What follows belongs to an exercise in optimizing a design on an open flow for small area, a short achievable clock period and few clock cycles per item; a production flow would make more cautious choices.
No run shown here included a check of the RTL's function; only the layout flow was run.

**run.sh**
```bash
#!/bin/bash
# synth_recipe.tcl (not shown) runs the flow's synth.tcl, then flattens the netlist and writes it again
# the make line also repeats each setting of config.mk as NAME=value (left out here)
make -C /OpenROAD-flow-scripts/flow DESIGN_CONFIG=/design/flow/config.mk WORK_HOME=/design/flow/orfs CLKGATE_MAP_FILE= SYNTH_SCRIPT=/design/flow/synth_recipe.tcl finish
```
**config.mk**
```make
export PLATFORM = sky130hd
export DESIGN_NAME = btc_sha256d
export DESIGN_NICKNAME = btc_sha256d
export VERILOG_FILES = /design/flow/design.v
export SDC_FILE = /design/flow/constraint.sdc
export NUM_CORES = 8
export LEC_CHECK = 0
export CAP_MARGIN = 20
export CORE_MARGIN = 2
export CORE_UTILIZATION = 40
export SETUP_SLACK_MARGIN = 5
export SLEW_MARGIN = 20
```
**constraint.sdc**
```tcl
create_clock -name core_clock -period 12.0 [get_ports {clk}]
set_input_delay 2.4000 -clock core_clock [delete_from_list [all_inputs] [get_ports {clk}]]
set_output_delay 2.4000 -clock core_clock [all_outputs]
set_load 0.01 [all_outputs]
```
**design.v**
```verilog
`timescale 1ns / 1ps
module btc_sha256d(
    input clk,
    input rst_n,
    input start,
    input [639:0] header,
    output done,
    output [255:0] hash
    );
    localparam [31:0] IV0 = 32'h6a09e667, IV1 = 32'hbb67ae85,
                      IV2 = 32'h3c6ef372, IV3 = 32'ha54ff53a,
                      IV4 = 32'h510e527f, IV5 = 32'h9b05688c,
                      IV6 = 32'h1f83d9ab, IV7 = 32'h5be0cd19;
    function [31:0] kn;
        input [5:0] i;
        begin
            case (i)
                6'd0: kn = 32'h71374491; 6'd1: kn = 32'hb5c0fbcf; 6'd2: kn = 32'he9b5dba5; 6'd3: kn = 32'h3956c25b;
                6'd4: kn = 32'h59f111f1; 6'd5: kn = 32'h923f82a4; 6'd6: kn = 32'hab1c5ed5; 6'd7: kn = 32'hd807aa98;
                6'd8: kn = 32'h12835b01; 6'd9: kn = 32'h243185be; 6'd10: kn = 32'h550c7dc3; 6'd11: kn = 32'h72be5d74;
                6'd12: kn = 32'h80deb1fe; 6'd13: kn = 32'h9bdc06a7; 6'd14: kn = 32'hc19bf174; 6'd15: kn = 32'he49b69c1;
                6'd16: kn = 32'hefbe4786; 6'd17: kn = 32'h0fc19dc6; 6'd18: kn = 32'h240ca1cc; 6'd19: kn = 32'h2de92c6f;
                6'd20: kn = 32'h4a7484aa; 6'd21: kn = 32'h5cb0a9dc; 6'd22: kn = 32'h76f988da; 6'd23: kn = 32'h983e5152;
                6'd24: kn = 32'ha831c66d; 6'd25: kn = 32'hb00327c8; 6'd26: kn = 32'hbf597fc7; 6'd27: kn = 32'hc6e00bf3;
                6'd28: kn = 32'hd5a79147; 6'd29: kn = 32'h06ca6351; 6'd30: kn = 32'h14292967; 6'd31: kn = 32'h27b70a85;
                6'd32: kn = 32'h2e1b2138; 6'd33: kn = 32'h4d2c6dfc; 6'd34: kn = 32'h53380d13; 6'd35: kn = 32'h650a7354;
                6'd36: kn = 32'h766a0abb; 6'd37: kn = 32'h81c2c92e; 6'd38: kn = 32'h92722c85; 6'd39: kn = 32'ha2bfe8a1;
                6'd40: kn = 32'ha81a664b; 6'd41: kn = 32'hc24b8b70; 6'd42: kn = 32'hc76c51a3; 6'd43: kn = 32'hd192e819;
                6'd44: kn = 32'hd6990624; 6'd45: kn = 32'hf40e3585; 6'd46: kn = 32'h106aa070; 6'd47: kn = 32'h19a4c116;
                6'd48: kn = 32'h1e376c08; 6'd49: kn = 32'h2748774c; 6'd50: kn = 32'h34b0bcb5; 6'd51: kn = 32'h391c0cb3;
                6'd52: kn = 32'h4ed8aa4a; 6'd53: kn = 32'h5b9cca4f; 6'd54: kn = 32'h682e6ff3; 6'd55: kn = 32'h748f82ee;
                6'd56: kn = 32'h78a5636f; 6'd57: kn = 32'h84c87814; 6'd58: kn = 32'h8cc70208; 6'd59: kn = 32'h90befffa;
                6'd60: kn = 32'ha4506ceb; 6'd61: kn = 32'hbef9a3f7; 6'd62: kn = 32'hc67178f2; default: kn = 32'h428a2f98;
            endcase
        end
    endfunction
    reg run, done_r;
    reg [1:0] blk;           
    reg [6:0] t;             
    wire acc = start & ~run;
    wire b1 = blk == 2'd1, b2 = blk == 2'd2, b3 = blk == 2'd3;
    wire t63 = t == 7'd63, t64 = t == 7'd64, t65 = t == 7'd65, t66 = t == 7'd66,
         t67 = t == 7'd67, t68 = t == 7'd68, t127 = t == 7'd127;
    reg n_run, n_done;
    reg [1:0] n_blk;
    reg [6:0] n_t;
    always @* begin
        n_run = run; n_done = done_r; n_blk = blk; n_t = t;
        if (acc) begin
            n_run = 1'b1; n_done = 1'b0; n_blk = 2'd1; n_t = 7'd127;
        end else if (run) begin
            if ((b1 & t67) | (b2 & t68)) begin
                n_t = 7'd0; n_blk = blk + 2'd1;
            end else if (b3 & t67) begin
                n_run = 1'b0; n_done = 1'b1;
            end else
                n_t = t + 7'd1;
        end
        if (!rst_n) begin
            n_run = 1'b0; n_done = 1'b0;
        end
    end
    wire nb1 = n_blk == 2'd1, nb2 = n_blk == 2'd2;
    wire nrnd = n_run & ~n_t[6];
    wire nff = n_run & (n_t[6:2] == 5'b10000);
    wire nt63 = n_t == 7'd63, nt67 = n_t == 7'd67, nt68 = n_t == 7'd68, nt127 = n_t == 7'd127;
    reg f_rnd, f_shift_a, f_shift_e, f_ff, f_ffiv, f_e_p, f_use_w, f_use_y;
    reg [31:0] kyr;
    always @(posedge clk) begin
        run <= n_run; done_r <= n_done; blk <= n_blk; t <= n_t;
        f_rnd <= nrnd;
        f_ff <= nff;
        f_shift_a <= nrnd | nff;
        f_shift_e <= nrnd | nff | (n_run & (nt68 | nt127));
        f_ffiv <= nff & nb2;                       
        f_e_p <= nff & ~nb2;                       
        f_use_w <= n_run & (nt127 | nt68 | (nt67 & nb1) | (~n_t[6] & ~nt63));
        f_use_y <= n_run & nb2 & (nt63 | (n_t[6:2] == 5'b10000 & ~nt67));
        if (nt127 | nt68 | (nt67 & nb1)) kyr <= kn(6'd63);
        else if (~n_t[6] & ~nt63) kyr <= kn(n_t[5:0]);
        else if (nb2 | nt67) kyr <= 32'd0;
        else if (nt63) kyr <= IV7;
        else if (n_t == 7'd64) kyr <= IV6;
        else if (n_t == 7'd65) kyr <= IV5;
        else kyr <= IV4;
    end
    assign done = done_r;
    reg [31:0] a, b, c, d, e, f, g, p;
    reg [511:0] wv;                          
    reg [31:0] xr0, xr1, xr2, xr3, yr0, yr1, yr2, yr3;
    wire [31:0] w0 = wv[31:0], w1 = wv[63:32], w9 = wv[319:288],
                w14 = wv[479:448], w15 = wv[511:480];
    reg [31:0] ivx;
    always @* begin
        case (t[1:0])
            2'd0: ivx = IV3;
            2'd1: ivx = IV2;
            2'd2: ivx = IV1;
            default: ivx = IV0;
        endcase
    end
    wire [31:0] xop = b2 ? xr3 : ivx;
    wire [31:0] S0 = {a[1:0], a[31:2]} ^ {a[12:0], a[31:13]} ^ {a[21:0], a[31:22]};
    wire [31:0] S1 = {e[5:0], e[31:6]} ^ {e[10:0], e[31:11]} ^ {e[24:0], e[31:25]};
    wire [31:0] ch = (e & f) ^ (~e & g);
    wire [31:0] mj = (a & b) ^ (a & c) ^ (b & c);
    wire [31:0] x1s = p ^ S1 ^ ch;
    wire [31:0] x1c = {(p[30:0] & S1[30:0]) | (p[30:0] & ch[30:0]) | (S1[30:0] & ch[30:0]), 1'b0};
    wire [31:0] ys = f_ff ? xop : x1s;
    wire [31:0] yc = f_ff ? 32'd0 : x1c;
    wire [31:0] xes = ys ^ yc ^ d;
    wire [31:0] xec = {(ys[30:0] & yc[30:0]) | (ys[30:0] & d[30:0]) | (yc[30:0] & d[30:0]), 1'b0};
    wire [31:0] x2s = x1s ^ x1c ^ S0;
    wire [31:0] x2c = {(x1s[30:0] & x1c[30:0]) | (x1s[30:0] & S0[30:0]) | (x1c[30:0] & S0[30:0]), 1'b0};
    wire [31:0] x3s = x2s ^ x2c ^ mj;
    wire [31:0] x3c = {(x2s[30:0] & x2c[30:0]) | (x2s[30:0] & mj[30:0]) | (x2c[30:0] & mj[30:0]), 1'b0};
    wire [31:0] a_new = x3s + x3c;
    wire [31:0] e_new = xes + xec;
    wire [31:0] s0 = {w1[6:0], w1[31:7]} ^ {w1[17:0], w1[31:18]} ^ {3'b0, w1[31:3]};
    wire [31:0] s1 = {w14[16:0], w14[31:17]} ^ {w14[18:0], w14[31:19]} ^ {10'b0, w14[31:10]};
    wire [31:0] sched = s1 + w9 + s0 + w0;
    wire [31:0] wy = ({32{f_use_w}} & w15) | ({32{f_use_y}} & yr3);
    wire [31:0] pre = g + kyr + wy;
    reg [31:0] ive;
    always @* begin
        if (t65) ive = IV7;
        else if (t66) ive = IV6;
        else if (t67) ive = IV5;
        else ive = IV4;
    end
    wire [31:0] hw [0:19];
    genvar gi;
    generate
        for (gi = 0; gi < 20; gi = gi + 1) begin : hwords
            assign hw[gi] = header[639 - 32*gi -: 32];
        end
    endgenerate
    wire [19:0] hsel;
    assign hsel[0] = ~run;
    assign hsel[1] = run & t127;
    generate
        for (gi = 2; gi < 16; gi = gi + 1) begin : hs
            assign hsel[gi] = run & b1 & (t == gi - 2);
        end
    endgenerate
    assign hsel[16] = run & b1 & t66;
    assign hsel[17] = run & b1 & t67;
    assign hsel[18] = run & b2 & (t == 7'd0);
    assign hsel[19] = run & b2 & (t == 7'd1);
    wire sel_sched = run & ~t[6] & (t[5:4] != 2'b00 | t[3:1] == 3'b111);   
    wire sel_80  = run & ((b2 & t == 7'd2) | (b3 & t == 7'd6));
    wire sel_280 = run & b2 & t == 7'd13;
    wire sel_100 = run & b3 & t == 7'd13;
    wire sel_ffa = run & b2 & t67;
    wire sel_x1  = run & ((b2 & t68) | (b3 & t == 7'd1));
    wire sel_x3  = run & b3 & t == 7'd0;
    wire sel_y0  = run & b3 & (t == 7'd2 | t == 7'd4);
    wire sel_y2  = run & b3 & (t == 7'd3 | t == 7'd5);
    reg [31:0] wnext;
    integer k;
    always @* begin
        wnext = ({32{sel_sched}} & sched) | ({32{sel_ffa}} & e_new) |
                ({32{sel_x1}} & xr1) | ({32{sel_x3}} & xr3) |
                ({32{sel_y0}} & yr0) | ({32{sel_y2}} & yr2);
        wnext[31] = wnext[31] | sel_80;
        wnext[9] = wnext[9] | sel_280;
        wnext[7] = wnext[7] | sel_280;
        wnext[8] = wnext[8] | sel_100;
        for (k = 0; k < 20; k = k + 1)
            wnext = wnext | ({32{hsel[k]}} & hw[k]);
    end
    always @(posedge clk) begin
        wv <= {wnext, wv[511:32]};
        xr0 <= f_ff ? e_new : xr3;
        xr1 <= xr0; xr2 <= xr1; xr3 <= xr2;
        yr0 <= (run & (t63 | t64 | t65 | t66)) ? pre : yr3;
        yr1 <= yr0; yr2 <= yr1; yr3 <= yr2;
        if (acc) begin
            a <= IV0; b <= IV1; c <= IV2; d <= IV3;
        end else if (f_shift_a) begin
            a <= f_rnd ? a_new : (f_ffiv ? ivx : e_new);
            b <= a; c <= b; d <= c;
        end
        if (acc) begin
            e <= IV5; f <= IV6; g <= IV7;
        end else if (f_shift_e) begin
            e <= f_rnd ? e_new : (f_e_p ? p : ive);
            f <= e; g <= f;
        end
        if (run) p <= pre;
    end
    assign hash = {p[7:0], p[15:8], p[23:16], p[31:24], g[7:0], g[15:8], g[23:16], g[31:24],
                   f[7:0], f[15:8], f[23:16], f[31:24], e[7:0], e[15:8], e[23:16], e[31:24],
                   d[7:0], d[15:8], d[23:16], d[31:24], c[7:0], c[15:8], c[23:16], c[31:24],
                   b[7:0], b[15:8], b[23:16], b[31:24], a[7:0], a[15:8], a[23:16], a[31:24]};
endmodule
```
==> impl_summary.txt, run 1 <==
----------------------------------------------------
[Run status]
  Run status ... complete, no violations

[Setup path]
  Crit start category ... register
  Startpoint of the most critical setup path ... t[0]
  Sort of element at the end of the critical path ... register
  Highest cell delay on the worst timing path ... 920 ps
  CP Cell Sequence ... inv_1, ha_1, buf_4, nor2_1, inv_1, nor2_1, a21oi_1, nand2_1, o21ai_0, fa_1, inv_1, fa_1, nand2b_1, a21oi_1, o21bai_1, nand2_1, a311oi_1, o21ai_0, nor3_1, a311oi_2, o221ai_1
  Crit path max-delay family ... compound AO/OA/AOI/OAI gates
  Critical Path Stages ... 21
  Most repeated library cell on the critical path ... sky130_fd_sc_hd__inv_1
  Critical path type ... reg2reg
  Largest driver fanout on the critical path ... 11
  Sum of buffers and inverters on the critical path ... 4
  Slowest cell on crit path ... sky130_fd_sc_hd__a311oi_2
  R2r startpoint ... t[0]
  Worst Path Arrival ... 7100 ps
  Cell depth of the worst flop-to-flop path ... 21
  Critical Path RT ... 12590 ps

[Synthesis]
  Cell count after synthesis ... 5179
  Leading register cell type out of synthesis ... sky130_fd_sc_hd__dfxtp_1
  Average instance area after synthesis ... 9.85 um^2
  Synthesized flop and latch total ... 1075
  Netlist area before placement ... 51000 um^2
  Number of synthesis warnings ... 1
  Number of library cell types mapped by synthesis ... 99
  Post-synthesis net count ... 6191
  Share of async-settable or async-resettable flops after synthesis ... 0%
  Number of enable flip-flop cells after synthesis ... 32
  Fraction of the yosys area taken by sequential cells ... 42.8%

[STA]
  Setup repair after global routing missed its margin ... no
  Worst Clk Skew ... 67.6 ps
  Part of the cycle the worst path needs ... 54.3%
  Setup violation total in the final timing report ... 0
  Final slew viol count ... 0
  Post-layout minimum cycle time ... 6510 ps
  Timing-limited maximum frequency ... 154 MHz
  Count of final hold-check violations ... 0
  Worst-case headroom to the max-slew limit ... 12.6%
  Total negative slack ... 0 ps
  Actual transition at the worst max-transition pin ... 1300 ps

[Finish]
  Number of flip-flops under the largest register name ... 512
  Largest reg by FF count ... wv
  Ratio of cells with drive above 1 in the final layout ... 7.41%
  Net count, final ... 6982
  Final-layout fill cell count ... 11.8k
  Area growth from synthesis to layout ... 29.1%
  Post-route cell area ... 65900 um^2

[Routing]
  Number of vias after detailed routing ... 50.0k
  Total Routed Length ... 338000 um
  DRC violation count after routing ... 0
  First DRT Iteration DRCs ... 8730
  First-pass iteration count of the detailed router ... 10
  Average wire per standard cell ... 43.5 um
  Number of vias per cell after detailed routing ... 6.43
  Post-detailed-route count of antenna-violating nets ... 0

[Placement]
  Instance area at placement ... 61800 um^2
  Half-perimeter wire length of the detailed placement result ... 268000 um
  Routability congestion estimate from global placement ... 1.10
  Count of buffers inserted at the top-level ports ... 899

[Run]
  Count of maximum capacitance violations ... 0

[Floorplan]
  FP Rows ... 131
  Vertical extent of the die ... 361 um
  Initial standard-cell utilization of the core ... 40.2%
  Top-level I/O count ... 900
  X dimension of the die ... 361 um
  Area of the die ... 130000 um^2
  CORE AREA ... 127000 um^2

[Clock network]
  CTS-repair resized insts ... 0
  Clock Root Buffer ... sky130_fd_sc_hd__clkbuf_16
  Total CTS buffers ... 112
  Number of levels in the clock H-tree ... 3
  Number of setup buffers added after CTS ... 0
  CTS tree ... yes
  Number of buffers on the longest clock path ... 3
  Sink Count ... 1075
  Clock slew at the register clock pins of the worst setup and hold paths ... 70 ps
  Clock insertion delay at the later pin of the skew report ... 790 ps
  Quantity of hold-fixing buffers added after cts ... 0

[Min path]
  Hold Startpoint ... xr2[18]
  Hold Path Stages ... 0
  Tightest Hold Check Type ... reg2reg

[Global route]
  Number of antenna violations at the first check in global routing ... 86
  Overflow left after global routing ... 0
  Number of global-route vias before repair ... 45.8k
  Total Routing Usage GR ... 50.4%
  Global-route wire length before repair ... 436000 um
  Pin count of the biggest net entering global routing ... 93

----------------------------------------------------
per-stage QoR:
stage / setup WS (ps) / hold WS (ps) / utilization (%) / cells
2_1_floorplan: 7220 / 310 / - / 5179
6_report: 5490 / 289 / 51.9 / 7774
3_5_place_dp: 5260 / 312 / 48.7 / 7514
3_3_place_gp: 5310 / 310 / 48.7 / 7510
5_1_grt: 5270 / 294 / 51.8 / 7733
4_1_cts: 5830 / 287 / 51.7 / 7717
layer usage:
metal / GRT usage [%] / up-vias / wire length, um
met3: 24.3 / 1052 / 49300
met5: 0.666 / - / 262
met1: 60.2 / 24697 / 122000
met2: 70.0 / 4317 / 136000
met4: 36.4 / 38 / 29700
li1: - / 19918 / -
Yosys cell counts (all sizes together) (14+ instances only):
library cell / n / share of area, %
a22oi: 210 / 3.1
xor2: 94 / 1.6
a21oi: 247 / 2.4
nor2b: 28 / 0.34
maj3: 32 / 0.63
buf: 71 / 0.77
o21ai: 230 / 2.3
a222oi: 38 / 0.75
ha: 152 / 3.7
edfxtp: 32 / 1.9
a211oi: 48 / 0.71
xnor2: 263 / 4.5
o22ai: 23 / 0.29
nor2: 304 / 2.3
or3: 20 / 0.25
o221ai: 23 / 0.41
a2111oi: 21 / 0.37
a31oi: 46 / 0.56
o211ai: 55 / 0.81
a311oi: 17 / 0.30
mux2i: 204 / 4.0
a22o: 65 / 1.1
dfxtp: 1043 / 41
a221o: 14 / 0.27
inv: 401 / 2.9
nand4: 75 / 0.93
o21bai: 16 / 0.24
a21o: 48 / 0.71
a221oi: 94 / 1.6
o21a: 18 / 0.26
and3: 19 / 0.23
nand2b: 28 / 0.34
o31ai: 17 / 0.28
mux2: 50 / 1.1
clkbuf: 266 / 2.0
nand2: 344 / 2.5
nor3: 69 / 0.69
nand3: 82 / 0.80
fa: 217 / 8.5
layout make-up:
type / count / area, um^2 / area share [%]
Sequential cell: 1075 / 21900 / 33.2
Multi-Input combinational cell: 3363 / 26600 / 40.4
Antenna cell: 53 / 133 / 0.201
Inverter: 404 / 1530 / 2.32
Clock buffer: 159 / 3270 / 4.97
Clock inverter: 44 / 574 / 0.872
Timing Repair Buffer: 1014 / 9860 / 15.0
Tap cell: 1662 / 2080 / 3.16
worst reg2reg max path: stages (launching register included):
cell and delay, ps:
sky130_fd_sc_hd__dfxtp_1 510, sky130_fd_sc_hd__inv_1 200, sky130_fd_sc_hd__ha_1 240, sky130_fd_sc_hd__buf_4 200, sky130_fd_sc_hd__nor2_1 510, sky130_fd_sc_hd__inv_1 190, sky130_fd_sc_hd__nor2_1 260, sky130_fd_sc_hd__a21oi_1 80
sky130_fd_sc_hd__nand2_1 100, sky130_fd_sc_hd__o21ai_0 110, sky130_fd_sc_hd__fa_1 560, sky130_fd_sc_hd__inv_1 60, sky130_fd_sc_hd__fa_1 410, sky130_fd_sc_hd__nand2b_1 190, sky130_fd_sc_hd__a21oi_1 320, sky130_fd_sc_hd__o21bai_1 170
sky130_fd_sc_hd__nand2_1 150, sky130_fd_sc_hd__a311oi_1 150, sky130_fd_sc_hd__o21ai_0 580, sky130_fd_sc_hd__nor3_1 130, sky130_fd_sc_hd__a311oi_2 920, sky130_fd_sc_hd__o221ai_1 260
cells by family (layout without fill, tap and decap cells):
| family | Yosys count | after routing | share of synthesized area, % |
|---|---|---|---|
| adder cells (fa/ha/maj) | 401 | 401 | 12.9 |
| XOR/XNOR | 357 | 357 | 6.13 |
| AO/OA/AOI/OAI | 1313 | 1313 | 17.9 |
| AND/OR/NAND/NOR | 1038 | 1038 | 9.44 |
| multiplexers | 254 | 254 | 5.11 |
| buffers and inverters | 741 | 1621 | 5.73 |
| flip-flops | 1075 | 1075 | 42.8 |
| other | 0 | 53 | 0 |
worst paths after layout:
path              endpoint  slack (ps)
hold reg to reg    xr3[18]         290
hold / removal     xr3[18]         290
setup / recovery   wv[503]        5490
setup reg to reg   wv[503]        5490
layout by cell type, fill, tap and decap left out, types with 26 or more instances in the layout:
| cell | instances |
|---|---|
| sky130_fd_sc_hd__dfxtp_1 | 1038 |
| sky130_fd_sc_hd__clkdlybuf4s50_1 | 899 |
| sky130_fd_sc_hd__inv_1 | 396 |
| sky130_fd_sc_hd__nand2_1 | 340 |
| sky130_fd_sc_hd__nor2_1 | 281 |
| sky130_fd_sc_hd__xnor2_1 | 258 |
| sky130_fd_sc_hd__a21oi_1 | 244 |
| sky130_fd_sc_hd__o21ai_0 | 223 |
| sky130_fd_sc_hd__fa_1 | 217 |
| sky130_fd_sc_hd__a22oi_1 | 207 |
| sky130_fd_sc_hd__mux2i_1 | 204 |
| sky130_fd_sc_hd__ha_1 | 152 |
| sky130_fd_sc_hd__clkbuf_16 | 114 |
| sky130_fd_sc_hd__buf_4 | 108 |
| sky130_fd_sc_hd__a221oi_1 | 94 |
| sky130_fd_sc_hd__xor2_1 | 91 |
| sky130_fd_sc_hd__nand3_1 | 82 |
| sky130_fd_sc_hd__nand4_1 | 74 |
| sky130_fd_sc_hd__a22o_1 | 65 |
| sky130_fd_sc_hd__nor3_1 | 63 |
| sky130_fd_sc_hd__o211ai_1 | 55 |
| sky130_fd_sc_hd__diode_2 | 53 |
| sky130_fd_sc_hd__mux2_2 | 50 |
| sky130_fd_sc_hd__a211oi_1 | 48 |
| sky130_fd_sc_hd__a21o_1 | 46 |
| sky130_fd_sc_hd__a31oi_1 | 46 |
| sky130_fd_sc_hd__a222oi_1 | 38 |
| sky130_fd_sc_hd__maj3_1 | 32 |
| sky130_fd_sc_hd__edfxtp_1 | 32 |
| sky130_fd_sc_hd__nand2b_1 | 28 |
| sky130_fd_sc_hd__nor2b_1 | 26 |
==> run 2, diff against run 1 <==
--- a/config.mk
+++ b/config.mk
@@ -7,6 +7,6 @@
 export LEC_CHECK = 0
 export CAP_MARGIN = 20
 export CORE_MARGIN = 2
-export CORE_UTILIZATION = 40
+export CORE_UTILIZATION = 65
 export SETUP_SLACK_MARGIN = 5
 export SLEW_MARGIN = 20
==> run 2 against run 1 <==
  * The run now fails in global routing (5_1_grt)
  * Synthesized cell count stayed put
  * Synthesized area is the same
==> impl_summary.txt, run 2 <==
----------------------------------------------------
[Synthesis]
  Fraction of the yosys area taken by sequential cells ... 42.8% (unchanged)
  Dominant combinational cell family by area after synthesis ... compound AO/OA/AOI/OAI gates
  Number of library cell types mapped by synthesis ... 99 (unchanged)
  Area leader, netlist ... sky130_fd_sc_hd__dfxtp_1
  Synthesized flop and latch total ... 1075 (unchanged)
  Cells taking the most area after synthesis ... sky130_fd_sc_hd__dfxtp_1, sky130_fd_sc_hd__fa_1, sky130_fd_sc_hd__xnor2_1, sky130_fd_sc_hd__mux2i_1, sky130_fd_sc_hd__ha_1
  Adder and majority gate portion of the synthesized area ... 12.9% (unchanged)
  Leading register cell type out of synthesis ... sky130_fd_sc_hd__dfxtp_1
  Area fraction of the dominant cell type after synthesis ... 40.9% (unchanged)
  Cell count after synthesis ... 5179 (unchanged)
  Post-synthesis simple-gate area fraction ... 9.44% (unchanged)
  Most frequent cells after synthesis ... sky130_fd_sc_hd__dfxtp_1, sky130_fd_sc_hd__inv_1, sky130_fd_sc_hd__nand2_1
  Share of async-settable or async-resettable flops after synthesis ... 0% (unchanged)
  Multiplexer fraction of the synthesized cell area ... 5.11% (unchanged)
  Xor/xnor cell area share of the yosys netlist ... 6.13% (unchanged)
  Number of synthesis warnings ... 1 (unchanged)
  Number of enable flip-flop cells after synthesis ... 32 (unchanged)
  Area fraction in compound gates after synthesis ... 17.9% (unchanged)
  Post-synthesis net count ... 6191 (unchanged)
  Average instance area after synthesis ... 9.85 um^2 (unchanged)
  Netlist area before placement ... 51000 um^2 (unchanged)
  Most repeated cell in the gate-level netlist after synthesis ... sky130_fd_sc_hd__dfxtp_1

[Global route]
  Overflow left after global routing ... 561
  Total Routing Usage GR ... 90.9%
  Number of global-route vias before repair ... 61.5k
  Pin count of the biggest net entering global routing ... 93
  Global-route wire length before repair ... 529000 um

[Placement]
  Routability congestion estimate from global placement ... 1.30 (+19%)
  Inst Count DP ... 6858 (-8.7%)
  Count of buffers inserted at the top-level ports ... 899 (unchanged)
  Half-perimeter wire length of the detailed placement result ... 233000 um (-13%)

[Clock network]
  Number of levels in the clock H-tree ... 3 (unchanged)
  Clock Root Buffer ... sky130_fd_sc_hd__clkbuf_16
  Total CTS buffers ... 102 (-8.9%)
  Number of setup buffers added after CTS ... 0 (unchanged)
  Number of buffers on the longest clock path ... 3 (unchanged)
  CTS-repair resized insts ... 0 (unchanged)
  Quantity of hold-fixing buffers added after cts ... 0 (unchanged)
  Sink Count ... 1075 (unchanged)

[Run status]
  Exit stage ... global routing (5_1_grt)
  Stop err ... [ERROR GRT-0116] Global routing finished with congestion. Check the congestion regions in the DRC Viewer.
  Run status ... did not finish

[Floorplan]
  Initial standard-cell utilization of the core ... 65.8% (+26 points)
  X dimension of the die ... 284 um (-21%)
  Top-level I/O count ... 900 (unchanged)
  FP Rows ... 102 (-22%)
  Vertical extent of the die ... 284 um (-21%)

----------------------------------------------------
-- run 2: cell counts after synthesis --
No cell type changed its count.
-- run 2: cell families after synthesis --
group                      after synthesis
and+or+nand+nor                       1038
buffers and inverters                  741
muxes                                  254
AOI/OAI and AO/OA                     1313
xor gates and xnor gates               357
DFF                                   1075
adders and majority gates              401
-- run 2: metrics by stage --
step / setup WS (ps) / util (%) / cell area (um^2)
after CTS: 5620 / 83.0 / 64400
after detailed placement: 4910 / 78.2 / 60700
after global placement: 4940 / 78.2 / 60700
after floorplan: 7220 / - / 51000
-- run 2: how the worst max path moves through the flow --
stage                     slack (ps)  cells past startpoint      end
after floorplan                 7220                     11   kyr[4]
after global placement          4940                     12  kyr[20]
after detailed placement        4910                     12  kyr[20]
after CTS                       5620                     12  kyr[20]
-- run 2: routing by layer --
layer	overflow	global-route usage, %
met1	49	90.4
met2	287	98.5
met3	31	86.1
met4	190	88.0
met5	4	71.8
==> run 3, diff against run 2 <==
==> flow/run.sh (new file) <==
#!/bin/bash
set -euo pipefail
MARGIN=${MARGIN:-7}
bash standard.sh \
  SETUP_SLACK_MARGIN=$MARGIN \
  "BUFFER_PORTS_ARGS=-buffer_cell sky130_fd_sc_hd__buf_1" \
  finish > flow_make.log 2>&1
==> standard.sh (new file) <==
#!/bin/bash
# synth_recipe.tcl (not shown) runs the flow's synth.tcl, then flattens the netlist and writes it again
# the make line also repeats each setting of config.mk as NAME=value (left out here)
make -C /OpenROAD-flow-scripts/flow DESIGN_CONFIG=/design/flow/config.mk WORK_HOME=/design/flow/orfs CLKGATE_MAP_FILE= SYNTH_SCRIPT=/design/flow/synth_recipe.tcl "${@:-finish}"
--- a/config.mk
+++ b/config.mk
@@ -7,6 +7,5 @@
 export LEC_CHECK = 0
 export CAP_MARGIN = 20
 export CORE_MARGIN = 2
-export CORE_UTILIZATION = 65
-export SETUP_SLACK_MARGIN = 5
+export CORE_UTILIZATION = 45
 export SLEW_MARGIN = 20
removed: run.sh
==> run 3 against run 2 <==
  * Synthesized cell count is the same
  * The run now finishes clean
  * Synthesized area is the same
==> impl_summary.txt, run 3 <==
----------------------------------------------------
[Clock network]
  Number of buffers on the longest clock path ... 3 (unchanged)
  Clock slew at the register clock pins of the worst setup and hold paths ... 70 ps
  Clock Root Buffer ... sky130_fd_sc_hd__clkbuf_16
  Number of levels in the clock H-tree ... 3 (unchanged)
  Clock insertion delay at the later pin of the skew report ... 760 ps
  CTS tree ... yes
  Quantity of hold-fixing buffers added after cts ... 0 (unchanged)
  Sink Count ... 1075 (unchanged)
  Total CTS buffers ... 109 (+6.9%)

[Synthesis]
  Area fraction of the dominant cell type after synthesis ... 40.9% (unchanged)
  Synthesized flop and latch total ... 1075 (unchanged)
  Number of synthesis warnings ... 1 (unchanged)
  Most repeated cell in the gate-level netlist after synthesis ... sky130_fd_sc_hd__dfxtp_1
  Leading register cell type out of synthesis ... sky130_fd_sc_hd__dfxtp_1
  Share of async-settable or async-resettable flops after synthesis ... 0% (unchanged)
  Average instance area after synthesis ... 9.85 um^2 (unchanged)
  Most frequent cells after synthesis ... sky130_fd_sc_hd__dfxtp_1, sky130_fd_sc_hd__inv_1, sky130_fd_sc_hd__nand2_1
  Cell count after synthesis ... 5179 (unchanged)
  Number of enable flip-flop cells after synthesis ... 32 (unchanged)
  Number of library cell types mapped by synthesis ... 99 (unchanged)
  Netlist area before placement ... 51000 um^2 (unchanged)
  Fraction of the yosys area taken by sequential cells ... 42.8% (unchanged)
  Post-synthesis net count ... 6191 (unchanged)
  Cells taking the most area after synthesis ... sky130_fd_sc_hd__dfxtp_1, sky130_fd_sc_hd__fa_1, sky130_fd_sc_hd__xnor2_1, sky130_fd_sc_hd__mux2i_1, sky130_fd_sc_hd__ha_1
  Area leader, netlist ... sky130_fd_sc_hd__dfxtp_1

[Global route]
  Global-route wire length before repair ... 428000 um
  Pin count of the biggest net entering global routing ... 93
  Number of antenna violations at the first check in global routing ... 101
  Number of global-route vias before repair ... 45.8k
  Overflow left after global routing ... 0
  Total Routing Usage GR ... 55.7%

[Setup path]
  Critical path type ... in2reg
  Largest driver fanout on the critical path ... 51
  Sum of buffers and inverters on the critical path ... 3
  Highest cell delay on the worst timing path ... 410 ps
  Sort of element at the end of the critical path ... register
  Critical Path RT ... 12610 ps
  Worst Path Arrival ... 5690 ps
  Slowest cell on crit path ... sky130_fd_sc_hd__nor3_1
  Crit start category ... primary input
  CP Cell Sequence ... buf_2, nor2b_4, a311o_1, nand2_4, inv_2, buf_12, nand2_2, o32ai_1, nor4_1, nor3_1, o221ai_1
  Crit path max-delay family ... simple AND/OR/NAND/NOR gates

[Floorplan]
  FP Rows ... 123 (+21%)
  Area of the die ... 116000 um^2
  Initial standard-cell utilization of the core ... 45.4% (-20 points)
  X dimension of the die ... 341 um (+20%)
  Top-level I/O count ... 900 (unchanged)
  CORE AREA ... 112000 um^2
  Vertical extent of the die ... 341 um (+20%)

[Routing]
  Post-detailed-route count of antenna-violating nets ... 0
  DRC violation count after routing ... 0
  First DRT Iteration DRCs ... 8945
  First-pass iteration count of the detailed router ... 12
  Total Routed Length ... 333000 um
  Average wire per standard cell ... 43.5 um
  Number of vias after detailed routing ... 51.0k
  Number of vias per cell after detailed routing ... 6.66

[STA]
  Part of the cycle the worst path needs ... 42.4%
  Worst Clk Skew ... 43.4 ps
  Final slew viol count ... 0
  Post-layout minimum cycle time ... 5090 ps
  Total negative slack ... 0 ps
  Count of final hold-check violations ... 0
  Actual transition at the worst max-transition pin ... 1440 ps
  Worst-case headroom to the max-slew limit ... 4.10%
  Timing-limited maximum frequency ... 197 MHz
  Setup repair after global routing missed its margin ... yes
  Final hold slack ... 312 ps
  Setup violation total in the final timing report ... 0

[Finish]
  Ratio of cells with drive above 1 in the final layout ... 11.4%
  Area growth from synthesis to layout ... 21.1%
  Non-filler instance count after layout ... 7663
  Most frequent cells in the layout ... sky130_fd_sc_hd__dfxtp_1, sky130_fd_sc_hd__buf_1, sky130_fd_sc_hd__inv_1
  Final core utilization ... 54.9%
  Number of flip-flops under the largest register name ... 512
  Commonest non-fill, non-tap cell in the layout ... sky130_fd_sc_hd__dfxtp_1
  Largest reg by FF count ... wv
  Net count, final ... 7016

[Placement]
  Inst Count DP ... 7333 (+6.9%)
  Routability congestion estimate from global placement ... 1.12 (-14%)
  Half-perimeter wire length of the detailed placement result ... 260000 um (+12%)
  Count of buffers inserted at the top-level ports ... 899 (unchanged)

[Run status]
  Run status ... complete, no violations

[Run]
  Count of maximum capacitance violations ... 0

[Min path]
  Tightest Hold Check Type ... reg2reg

----------------------------------------------------
run 3: cell counts after synthesis:
No cell type changed its count.
run 3: final cells by class:
class	count	area [um^2]
Fill cell	10382	50700
Multi-Input combinational cell	3365	27700
Sequential cell	1075	22000
Timing Repair Buffer	1049	4710
Clock buffer	143	3060
Tap cell	1500	1880
Inverter	404	1540
Clock inverter	61	821
Antenna cell	66	165
run 3: logic make-up after synthesis:
logic type / count (synthesis) / share of synthesized area, %
simple gates: 1038 / 9.44
flops: 1075 / 42.8
buf+inv: 741 / 5.73
mux: 254 / 5.11
xor+xnor: 357 / 6.13
compound gates: 1313 / 17.9
fa+ha+maj: 401 / 12.9
run 3: final timing paths:
kind | depth (start not counted) | endpoint | slack (ps) | from
setup / recovery | 11 | kyr[17] | 6910 | start
hold / removal | 0 | wv[291] | 310 | wv[323]
setup reg to reg | 17 | a[30] | 6920 | e[24]
hold reg to reg | 0 | wv[291] | 310 | wv[323]
run 3: metal layers:
metal / vias up / global-route usage [%] / wire [um]
met1: 24916 / 64.6 / 115000
met2: 4798 / 72.6 / 127000
met3: 1250 / 31.9 / 55900
li1: 20042 / - / -
met5: - / 7.03 / 1370
met4: 42 / 45.7 / 33900
run 3: worst reg2reg max path, stage by stage (launching register included):
cell and delay (ps):
sky130_fd_sc_hd__dfxtp_1 300, sky130_fd_sc_hd__buf_4 190, sky130_fd_sc_hd__xnor2_1 240, sky130_fd_sc_hd__xnor2_1 140, sky130_fd_sc_hd__fa_2 670, sky130_fd_sc_hd__inv_1 120
sky130_fd_sc_hd__fa_1 400, sky130_fd_sc_hd__fa_1 530, sky130_fd_sc_hd__ha_4 320, sky130_fd_sc_hd__and2_1 160, sky130_fd_sc_hd__nand3_1 90, sky130_fd_sc_hd__or4_1 540
sky130_fd_sc_hd__a211oi_2 300, sky130_fd_sc_hd__nor3_2 90, sky130_fd_sc_hd__o31ai_1 250, sky130_fd_sc_hd__a21oi_1 140, sky130_fd_sc_hd__xor2_2 310, sky130_fd_sc_hd__o21ai_0 160
run 3: metrics by stage:
| step | area [um^2] | setup WS [ps] |
|---|---|---|
| after CTS | 60500 | 6950 |
| after global placement | 55900 | 5740 |
| after detailed placement | 55900 | 5730 |
| after floorplan | 51000 | 7220 |
| after global routing | 61700 | 6880 |
| final | 61800 | 6910 |
run 3: what timing repair did:
| item | 4_1_cts | 5_1_grt |
|---|---|---|
| pin swaps | 18 | 41 |
| cloned | 2 | 0 |
| endpoints found under the setup margin | 120 | 75 |
| gates resized for setup | 154 | 147 |
| buffers inserted | 19 | 30 |

-- what the ideal ports hide --
In the flow no input, the clock included, has a driving cell. The finished layouts below were timed again as built, in two steps.
Step 1 (the two cells are an assumption about what drives the block):
set clk [get_ports {clk}]
set_driving_cell -lib_cell sky130_fd_sc_hd__clkbuf_16 $clk
set_driving_cell -lib_cell sky130_fd_sc_hd__buf_2 [delete_from_list [all_inputs] $clk]
Step 2, shift: input delay + t, output delay - t, t = (earliest + latest rising clock arrival at the registers) / 2. This alone moves slack from input paths to output paths.
Slacks: ideal / step 1 / step 2; pairs: ideal / step 1.
run | t, ns | setup slack, ns | worst hold slack (ns) | slew at the worst register clock pin (ns) | pins driven straight from the clock port
run 1 | 0.837 | 5.486 / 5.486 / 5.144 | 0.289 / 0.289 / 0.289 | 0.07 / 0.07 | 1
run 3 | 0.816 | 6.915 / 6.921 / 6.115 | 0.312 / 0.312 / 0.312 | 0.08 / 0.08 | 1
After both steps setup and hold are still met in every run listed. The setup slack of run 3, which loses most, moves by +0.006 ns with the drivers and by -0.800 ns with both steps.
